Background: an optimization exercise with open tools, aiming at small area and a short achievable clock period. Do not read the settings as production practice.
The RTL was checked by simulation tests, not by an equivalence proof against the original design.

--- design/flow/run.sh ---
#!/bin/bash
# synth_recipe.tcl (not shown) runs the flow's synth.tcl, then flattens the netlist and writes it again
# the make line also repeats each setting of config.mk as NAME=value (left out here)
make -C /OpenROAD-flow-scripts/flow DESIGN_CONFIG=/design/flow/config.mk WORK_HOME=/design/flow/orfs CLKGATE_MAP_FILE= SYNTH_SCRIPT=/design/flow/synth_recipe.tcl finish
--- design/flow/config.mk ---
export PLATFORM = sky130hd
export DESIGN_NAME = izhneuron_verilog
export DESIGN_NICKNAME = izhneuron_verilog
export VERILOG_FILES = /design/flow/design.v
export SDC_FILE = /design/flow/constraint.sdc
export NUM_CORES = 4
export LEC_CHECK = 0
export CAP_MARGIN = 20
export CORE_MARGIN = 2
export CORE_UTILIZATION = 40
export SLEW_MARGIN = 20
--- design/flow/constraint.sdc ---
create_clock -name core_clock -period 21.0 [get_ports {clk}]
set_input_delay 4.2000 -clock core_clock [delete_from_list [all_inputs] [get_ports {clk}]]
set_output_delay 4.2000 -clock core_clock [all_outputs]
set_load 0.01 [all_outputs]
--- design/flow/design.v ---
module RAM(clk, rst, we, syn_addr, AER_bus, syn_weight, weight_out);
	parameter N_NEURONS=4;				 
	input we, rst, clk;					 
	input [3:0] AER_bus, syn_addr;	 
	input [10:0] syn_weight;			 
	output reg [10:0] weight_out;			 
	reg [10:0] memory [N_NEURONS-1:0];
	integer i;
	always @ (posedge clk) begin
					if (rst) begin
							weight_out <= 11'b00000000000;
							for (i=0; i<N_NEURONS; i= i+1)begin				 
								memory[i] <= 11'b00000000000;
							end
					end
					else begin
						if(we) begin
							if(syn_addr < N_NEURONS)				 
								memory[syn_addr] <= syn_weight;
						end
						else
							weight_out <= (AER_bus < N_NEURONS) ? memory[AER_bus] : 11'b00000000000;	 
					end
	end
endmodule 
module input_align(clk, rst, en, synaptic_in, out, out_next);
input en, rst, clk;
input [10:0] synaptic_in;
output reg [10:0] out;
output reg [10:0] out_next;			 
reg [10:0] intermediate;
reg [10:0] sum;
always @(*) begin
	sum = intermediate + synaptic_in;
	if(rst)
		out_next = 11'b00000000000;
	else if(en)
		out_next = sum;  
	else
		out_next = out;
end
always @ (posedge clk) begin
	out <= out_next;
	if(rst || en)
		intermediate <= 11'b00000000000;
	else
		intermediate <= sum;
end
endmodule 
module store(clk, rst, in, out);
input clk, rst;
input [31:0] in;
output integer out;
always @ (posedge clk) begin
	out <= in;
end
endmodule
module neg_store(clk, rst, in, out);
input clk, rst;
input [31:0] in;
output integer out;
always @ (posedge clk) begin
	out <= in;
end
endmodule
module u_equation(rst, clk, v, u, spike, u_out);  
parameter d = 80;
input clk, rst;
input signed [31:0] v, u;
input wire spike;
output integer u_out;
integer intermediate;
always@(*) begin
	intermediate = (((v>>>2) - u)>>>6) + u;
	if(rst)
		u_out = d;
	else begin
		if(spike) 
			u_out = intermediate+d;
		else 
			u_out = intermediate;
	end
end
endmodule
module v_equation(clk, rst, v, u, I, u_next, I_next, v_out, spike);
parameter threshold = 300;
parameter c = -650;
input signed [31:0] v, u, u_next;
input signed [10:0] I, I_next;
input rst, clk;
output integer v_out;
output reg spike;
integer base;
integer intermediate;
integer intermediate_next;
always@(*) begin
	base = ((v*v)>>>8) + (v<<<1) + (v<<<2) + 1400;
	intermediate = base - u + I;
	if(rst)
		spike = 1'b0;
	else if(intermediate > threshold) 
		spike = 1'b1;
	else 
		spike = 1'b0;
	intermediate_next = base - u_next + I_next;
	if(rst)
		v_out = c;
	else if(intermediate_next > threshold)
		v_out = c;
	else
		v_out = intermediate_next;
end
endmodule
module izhneuron_verilog(
	clk,
	rst,
	en,
	WE,
	Addr,
	AER_BUS,
	Weight,
	spike_out
);
input wire	clk;
input wire	rst;
input wire	en;
input wire	WE;
input wire	[3:0] Addr;
input wire	[3:0] AER_BUS;
input wire	[10:0] Weight;
output wire	spike_out;
wire	SYNTHESIZED_WIRE_0;
wire	[31:0] SYNTHESIZED_WIRE_9;
wire	[31:0] SYNTHESIZED_WIRE_10;
wire	[31:0] SYNTHESIZED_WIRE_3;
wire	[31:0] SYNTHESIZED_WIRE_4;
wire	[10:0] SYNTHESIZED_WIRE_5;
wire	[10:0] SYNTHESIZED_WIRE_6;
wire	[10:0] SYNTHESIZED_WIRE_7;
assign	spike_out = SYNTHESIZED_WIRE_0;
u_equation	b2v_inst(
	.rst(rst),
	.clk(clk),
	.spike(SYNTHESIZED_WIRE_0),
	.u(SYNTHESIZED_WIRE_9),
	.v(SYNTHESIZED_WIRE_10),
	.u_out(SYNTHESIZED_WIRE_3));
	defparam	b2v_inst.d = 80;
store	b2v_inst2(
	.rst(rst),
	.clk(clk),
	.in(SYNTHESIZED_WIRE_3),
	.out(SYNTHESIZED_WIRE_9));
neg_store	b2v_inst3(
	.rst(rst),
	.clk(clk),
	.in(SYNTHESIZED_WIRE_4),
	.out(SYNTHESIZED_WIRE_10));
input_align	b2v_inst4(
	.clk(clk),
	.rst(rst),
	.en(en),
	.synaptic_in(SYNTHESIZED_WIRE_5),
	.out(SYNTHESIZED_WIRE_6),
	.out_next(SYNTHESIZED_WIRE_7));
RAM	b2v_inst5(
	.clk(clk),
	.rst(rst),
	.we(WE),
	.AER_bus(AER_BUS),
	.syn_addr(Addr),
	.syn_weight(Weight),
	.weight_out(SYNTHESIZED_WIRE_5));
	defparam	b2v_inst5.N_NEURONS = 4;
v_equation	b2v_inst6(
	.clk(clk),
	.rst(rst),
	.I(SYNTHESIZED_WIRE_6),
	.u(SYNTHESIZED_WIRE_9),
	.v(SYNTHESIZED_WIRE_10),
	.u_next(SYNTHESIZED_WIRE_3),
	.I_next(SYNTHESIZED_WIRE_7),
	.spike(SYNTHESIZED_WIRE_0),
	.v_out(SYNTHESIZED_WIRE_4));
	defparam	b2v_inst6.c = -650;
	defparam	b2v_inst6.threshold = 300;
endmodule
==> impl_metrics.env, run 1 <==
export IMPL_yosysMostFrequentCell="inv_1"
export IMPL_min_to="b2v_inst5.weight_out[9]"
export IMPL_dpl_worst_slack_ps=1380
export IMPL_min_period_ps=20160
export IMPL_critPathCaptureType="output pin"
export IMPL_die_w_um=276
export IMPL_r2r_start="b2v_inst3.out[2]"
export IMPL_cts_tree="yes"
export IMPL_yosysWarnings=6
export IMPL_worstSetupPathType="reg2out"
export IMPL_place_gp_congestion=0.906
export IMPL_hold_buffers=0
export IMPL_synth_distinct_cells=105
export IMPL_fmax_ghz=0.0496
export IMPL_clock_sinks=141
export IMPL_post_cts_resized=0
export IMPL_yosys_area_share_simple_pct=13.0
export IMPL_core_area_mm2=0.0731
export IMPL_die_area_mm2=0.0761
export IMPL_drc_errors=0
export IMPL_grt_util_all_layers_pct=20.8
export IMPL_synth_edff_count=44
export IMPL_drt_initial_drc_count=1143
export IMPL_synth_top_cell_area_share_pct=30.5
export IMPL_cpPeakStageDelay_ps=610
export IMPL_slew_headroom_pct=36.7
export IMPL_async_flop_share_pct=0
export IMPL_synth_xor_area_share_pct=6.31
export IMPL_cts_root_buf="clkbuf_16"
export IMPL_fin_skew_ps=10.4
export IMPL_tns_ps=0
export IMPL_netlist_top_cells_count="inv_1, fa_1, ha_1"
export IMPL_synth_area_leader_cell="fa_1"
export IMPL_rsz0062_at_grt="no"
export IMPL_synthAdderAreaFrac_pct=45.9
export IMPL_initial_core_util_pct=40.5
export IMPL_dr_pass1_iters=5
export IMPL_drtAntennaViolNets=0
export IMPL_synthCells=3210
export IMPL_reg2reg_to="b2v_inst3.out[4]"
export IMPL_drive_gt1_share_pct=5.74
export IMPL_post_cts_setup_buffers=0
export IMPL_avgRoutedWirePerCell_um=18.2
export IMPL_rrSetupSlack_ps=1300
export IMPL_synth_compound_area_share_pct=13.1
export IMPL_diodes=0
export IMPL_crit_fanout=12
export IMPL_rows=99
export IMPL_cp_required_ps=16800
export IMPL_placed_cell_area_mm2=0.0309
export IMPL_grt_pass1_vias=22800
export IMPL_min_period_over_period_pct=96.0
export IMPL_status="no timing/DRC/antenna violations"
export IMPL_cts_htree_levels=4
export IMPL_io_buffers=23
export IMPL_cp_top_family="adder cells"
export IMPL_vias_per_cell=5.19
export IMPL_grt_pass1_wl_mm=124
export IMPL_hold_viol=0
export IMPL_synth_top_family_by_area="adder cells"
export IMPL_crit_slowest_cell="a211oi_1"
export IMPL_place_hpwl_mm=64.0
export IMPL_synth_area_leaders="fa_1, ha_1, inv_1"
export IMPL_ys_seq_area_share_pct=11.0
export IMPL_finalMaxSlewViolations=0
export IMPL_critPathBufInv=6
export IMPL_cts_made_buffers=17
export IMPL_grt_max_degree=57
export IMPL_setup_viol=0
export IMPL_synth_main_ff_cell="dfxtp_1"
export IMPL_nets=4045
export IMPL_clk_pin_slew_ps=80
export IMPL_synth_mux_area_share_pct=1.39
export IMPL_tightest_slew_ps=948
export IMPL_cp_common_cell="fa_1"
export IMPL_fill_cells=7285
export IMPL_ys_ff_latch=141
export IMPL_syn_avg_cell_area_um2=9.21
export IMPL_holdPathStages=2
export IMPL_syn_nets=4047
export IMPL_drt_total_wl_mm=76.0
export IMPL_timing_final_ws_setup_ps=839
export IMPL_ff2ff_path_depth=69
export IMPL_critPathLaunchType="flip-flop"
export IMPL_maxCapViolCount=0
export IMPL_min_from="b2v_inst5.weight_out[9]"
export IMPL_num_vias=21700
export IMPL_antenna_found_initial=0
export IMPL_clockBufferDepth=2
export IMPL_overflow=0
export IMPL_area_growth_pct=6.71
export IMPL_die_h_um=276
export IMPL_stdcell_count=4180
export IMPL_clock_latency_ps=460
export IMPL_hold_class="reg2reg"
export IMPL_worst_endpoint_arrival_ps=15960
export IMPL_dp_cells=4148
export IMPL_syn_cell_area_mm2=0.0296
export IMPL_design_area_mm2=0.0316
export IMPL_ios=24
placed cells by master, fill, tap and decap left out, types with 13 or more instances in the layout:
cell type and count:
and3_1 24, a21oi_1 143, clkbuf_16 17, ha_1 363, or2_2 23, nor2_1 225, dfxtp_1 97, o21a_1 33
nand2b_1 17, a21o_1 71, mux2i_1 14, nand3_1 29, o21ai_0 70, nor2b_1 29, and2_1 92, o21bai_1 21
nor3_1 44, nand2_1 172, xor2_1 72, xnor2_1 123, nor3b_1 13, o211ai_2 22, a31oi_1 19, buf_4 33
a22oi_1 13, edfxtp_1 44, clkdlybuf4s50_1 22, nand4_1 31, inv_1 637, a211oi_1 18, fa_1 451
sequential cells by signal, indices dropped and copies added, names as in the netlist:
register / count
b2v_inst4.out: 11
b2v_inst5.weight_out: 11
b2v_inst4.intermediate: 11
b2v_inst3.out: 32
b2v_inst5.memory: 44
b2v_inst2.out: 32
how the worst max path moves through the flow:
| stage | startpoint | endpoint | slack [ps] | depth (start not counted) |
|---|---|---|---|---|
| 2_1_floorplan | b2v_inst3.out[14] | spike_out | 3730 | 56 |
| 6_report | b2v_inst3.out[2] | spike_out | 840 | 53 |
| 3_3_place_gp | b2v_inst3.out[2] | spike_out | 1590 | 54 |
| 4_1_cts | b2v_inst3.out[2] | spike_out | 820 | 53 |
| 3_5_place_dp | b2v_inst3.out[2] | b2v_inst3.out[4] | 1380 | 69 |
| 5_1_grt | b2v_inst3.out[2] | spike_out | 90 | 54 |
per-stage QoR:
| stage | util [%] | hold slack (ps) |
|---|---|---|
| after floorplan | - | 488 |
| after global placement | 42.3 | 506 |
| after detailed placement | 42.3 | 516 |
| after CTS | 43.2 | 537 |
| after global routing | 43.2 | 558 |
| final | 43.2 | 530 |
worst min-delay path: cells and delay by family (launching register included):
family,cells,cell delay (ps)
flops,1,340
simple gates,1,70
compound gates,1,90
kinds of logic (layout without fill, tap and decap cells):
logic type | after synthesis | in the layout
AO/OA/AOI/OAI | 537 | 537
XOR/XNOR | 202 | 202
adder cells (fa/ha/maj) | 814 | 814
buffers and inverters | 727 | 738
flip-flops | 141 | 141
multiplexers | 27 | 27
other | 1 | 1
AND/OR/NAND/NOR | 761 | 761
per-layer routing:
metal	GRT usage (%)	vias to the layer above	share of wire, %
met4	3.10	0	1.0
met5	0	-	0
met2	35.9	412	48
li1	-	10500	-
met3	1.84	49	4.1
met1	29.0	10800	47
area by class of cell:
cell class / count / area (um2) / share of cell area, %
Clock inverter: 15 / 191 / 0.607
Tap cell: 959 / 1200 / 3.80
Inverter: 650 / 2440 / 7.73
Timing Repair Buffer: 56 / 473 / 1.50
Sequential cell: 141 / 3260 / 10.3
Multi-Input combinational cell: 2342 / 23600 / 74.7
Clock buffer: 17 / 425 / 1.35
==> run 2: changes to the inputs <==
==> design/flow/design.v (replaced) <==
module izhneuron_verilog(clk, rst, en, WE, Addr, AER_BUS, Weight, spike_out);
input wire clk;
input wire rst;
input wire en;
input wire WE;
input wire [3:0] Addr;
input wire [3:0] AER_BUS;
input wire [10:0] Weight;
output wire spike_out;
reg [10:0] mem0, mem1, mem2, mem3;
reg [10:0] wout, acc, I;
reg signed [13:0] u, v;
wire [10:0] sum = acc + wout;
wire [10:0] I_next = en ? sum : I;
reg [10:0] rd;
always @(*) begin
	case (AER_BUS[1:0])
		2'd0: rd = mem0;
		2'd1: rd = mem1;
		2'd2: rd = mem2;
		default: rd = mem3;
	endcase
end
wire signed [27:0] sq = v * v;
wire signed [17:0] sqh = sq[25:8];
wire signed [17:0] B = sqh + 18'sd6 * v + 18'sd1400;
wire signed [10:0] Is = I;
wire signed [10:0] Ins = I_next;
wire signed [17:0] W = B - u + Is;
wire spk = W > 18'sd300;
assign spike_out = !rst && spk;
wire signed [13:0] u0 = u + (((v >>> 2) - u) >>> 6);
wire signed [13:0] u_next = spk ? u0 + 14'sd80 : u0;
wire signed [17:0] Wn = B - u_next + Ins;
wire signed [13:0] v_next = (Wn > 18'sd300) ? -14'sd650 : Wn[13:0];
always @(posedge clk) begin
	if (rst) begin
		mem0 <= 0; mem1 <= 0; mem2 <= 0; mem3 <= 0;
		wout <= 0; acc <= 0; I <= 0;
		u <= 14'sd80; v <= -14'sd650;
	end else begin
		if (WE && Addr[3:2] == 2'b00) begin
			case (Addr[1:0])
				2'd0: mem0 <= Weight;
				2'd1: mem1 <= Weight;
				2'd2: mem2 <= Weight;
				default: mem3 <= Weight;
			endcase
		end
		if (!WE) wout <= (AER_BUS[3:2] == 2'b00) ? rd : 11'd0;
		acc <= en ? 11'd0 : sum;
		I <= I_next;
		u <= u_next;
		v <= v_next;
	end
end
endmodule
==> run 2 against run 1 <==
Compared with the run above:
- still clean on timing, DRC and antenna
- hold slack got worse by 35 ps
- clock skew increased by 2.8 ps
- die area shrank 47%
- critical path type unchanged
- largest cell class unchanged
==> impl_metrics.env, run 2 <==
export IMPL_drt_total_wl_mm=35.3
export IMPL_synth_area_leader_cell="fa_1"
export IMPL_num_vias=11400
export IMPL_die_w_um=202
export IMPL_grt_pass1_vias=11700
export IMPL_drt_initial_drc_count=619
export IMPL_antenna_found_initial=0
export IMPL_ios=24
export IMPL_holdPathStages=2
export IMPL_critPathCaptureType="output pin"
export IMPL_syn_cell_area_mm2=0.0156
export IMPL_finalMaxSlewViolations=0
export IMPL_clock_latency_ps=370
export IMPL_slew_headroom_pct=40.3
export IMPL_grt_max_degree=81
export IMPL_place_hpwl_mm=29.5
export IMPL_die_h_um=202
export IMPL_cts_htree_levels=3
export IMPL_synth_edff_count=0
export IMPL_yosysWarnings=1
export IMPL_cpPeakStageDelay_ps=720
export IMPL_final_common_cell="inv_1"
export IMPL_tightest_slew_ps=895
export IMPL_cp_common_cell="inv_1"
export IMPL_clk_pin_slew_ps=80
export IMPL_rows=72
export IMPL_crit_slowest_cell="dfxtp_1"
export IMPL_core_area_mm2=0.0386
export IMPL_rrSetupSlack_ps=5580
export IMPL_synth_top_cell_area_share_pct=25.9
export IMPL_drive_gt1_share_pct=4.90
export IMPL_io_buffers=23
export IMPL_syn_nets=2126
export IMPL_cts_root_buf="clkbuf_16"
export IMPL_grt_util_all_layers_pct=18.1
export IMPL_diodes=0
export IMPL_placed_cell_area_mm2=0.0164
export IMPL_synth_area_leaders="fa_1, ha_1, dfxtp_1"
export IMPL_fin_skew_ps=13.2
export IMPL_synthCells=1707
export IMPL_min_from="mem0[10]"
export IMPL_maxCapViolCount=0
export IMPL_r2r_start="v[4]"
export IMPL_netlist_top_cells_count="inv_1, fa_1, ha_1"
export IMPL_mostFrequentLayoutCells="inv_1, fa_1, ha_1"
export IMPL_setup_viol=0
export IMPL_vias_per_cell=5.12
export IMPL_clockBufferDepth=2
export IMPL_tns_ps=0
export IMPL_cp_required_ps=16800
export IMPL_worstSetupPathType="reg2out"
export IMPL_area_growth_pct=6.97
export IMPL_avgRoutedWirePerCell_um=15.8
export IMPL_ff2ff_path_depth=53
export IMPL_hold_viol=0
export IMPL_status="no timing/DRC/antenna violations"
export IMPL_async_flop_share_pct=0
export IMPL_min_to="mem0[10]"
export IMPL_post_cts_resized=0
export IMPL_rsz0062_at_grt="no"
export IMPL_cts_made_buffers=9
export IMPL_initial_core_util_pct=40.4
export IMPL_yosysMostFrequentCell="inv_1"
export IMPL_dr_pass1_iters=5
export IMPL_reg2reg_to="v[2]"
export IMPL_hold_buffers=0
export IMPL_overflow=0
export IMPL_design_area_mm2=0.0167
export IMPL_nets=2129
export IMPL_ys_seq_area_share_pct=13.4
export IMPL_cts_tree="yes"
export IMPL_place_gp_congestion=0.887
export IMPL_synth_distinct_cells=77
export IMPL_worst_endpoint_arrival_ps=12100
export IMPL_clock_sinks=105
export IMPL_drc_errors=0
export IMPL_min_period_ps=16300
export IMPL_die_area_mm2=0.0407
export IMPL_synth_main_ff_cell="dfxtp_1"
export IMPL_post_cts_setup_buffers=0
export IMPL_reg_top3="u (14), v (14)"
export IMPL_syn_avg_cell_area_um2=9.16
export IMPL_drtAntennaViolNets=0
export IMPL_hold_class="reg2reg"
export IMPL_crit_fanout=17
export IMPL_grt_pass1_wl_mm=59.5
export IMPL_fmax_ghz=0.0613
export IMPL_critPathLaunchType="flip-flop"
export IMPL_ys_ff_latch=105
export IMPL_min_period_over_period_pct=77.6
## run 2: cell count changes in the layout (fill, tap and decap cells not counted), sizes merged, moves of 65 or more
cell / before / now
nand2: 172 / 78
ha: 363 / 194
inv: 655 / 297
fa: 451 / 202
a21oi: 145 / 71
nor2: 225 / 160
## run 2: area by class of cell
cell class,count,area [um2]
clock buffer,9,225
fill,3738,21900
multi-input combinational,1267,12300
inverter,294,1100
clock inverter,7,91.3
timing repair buffer,33,298
sequential,105,2100
tap,518,648
## run 2: per-stage QoR
stage | hold slack, ps | std cells | util, % | setup slack (ps)
2_1_floorplan | 455 | 1707 | - | 6700
6_report | 495 | 2233 | 43.3 | 4700
3_3_place_gp | 468 | 2216 | 42.4 | 5340
5_1_grt | 526 | 2233 | 43.3 | 4010
3_5_place_dp | 482 | 2217 | 42.5 | 5130
4_1_cts | 501 | 2233 | 43.3 | 4710
## run 2: worst max-delay path: cells and delay by family (launching register included)
family	cells	cell delay, ps
compound gates	15	2910
fa+ha+maj	12	5070
buf+inv	9	970
flops	1	720
simple gates	7	2070
## run 2: cells by family (layout without fill, tap and decap cells)
logic type	after synthesis	count (layout)	share of synthesized area (%)
AOI/OAI and AO/OA	280	280	12.4
xor gates and xnor gates	109	109	6.38
adders and majority gates	396	396	41.4
buffers and inverters	335	343	8.20
DFF	105	105	13.4
muxes	74	74	5.75
other	1	1	0.0240
and+or+nand+nor	407	407	12.4
## run 2: layer usage
metal	part of all wire, %	GRT usage, %
met5	0	0
met1	48	26.0
met3	4.2	1.90
met2	46	29.8
met4	1.4	3.23
## run 2: worst max-delay path by stage
stage                 to  from  slack [ps]  depth (start not counted)
3_5_place_dp   spike_out  v[4]        5130                         43
2_1_floorplan  spike_out  v[6]        6700                         43
5_1_grt        spike_out  v[4]        4010                         43
3_3_place_gp   spike_out  v[4]        5340                         43
4_1_cts        spike_out  v[4]        4710                         43
6_report       spike_out  v[4]        4700                         43

port drivers added, routing unchanged:
The results above use ideal ports. As a check the final layouts listed here were re-extracted and re-timed, cells and wires unchanged.
Step 1 sets driving cells, clkbuf_16 on the clock port and buf_2 on the other inputs (assumed; they add their load-dependent delay and slew).
Step 2 adds t to the input delays and takes it off the output delays; t is the mean of the earliest and latest rising clock arrival at the registers after step 1. Input paths then give back, and output paths get back, about the clock's delay inside the block.
Three values: ideal, step 1, step 2; two values: the first two.
| run | shift t [ns] | setup slack, ns | hold WS [ns] | slew at the worst register clock pin (ns) | worst slew at a driven data input, ns |
|---|---|---|---|---|---|
| run 1 | 0.504 | 0.839 / 0.790 / 1.294 | 0.530 / 0.530 / 0.530 | 0.08 / 0.08 | 0.05 |
| run 2 | 0.407 | 4.699 / 4.652 / 5.060 | 0.495 / 0.495 / 0.495 | 0.09 / 0.09 | 0.03 |
After both steps every run listed still meets setup and hold.
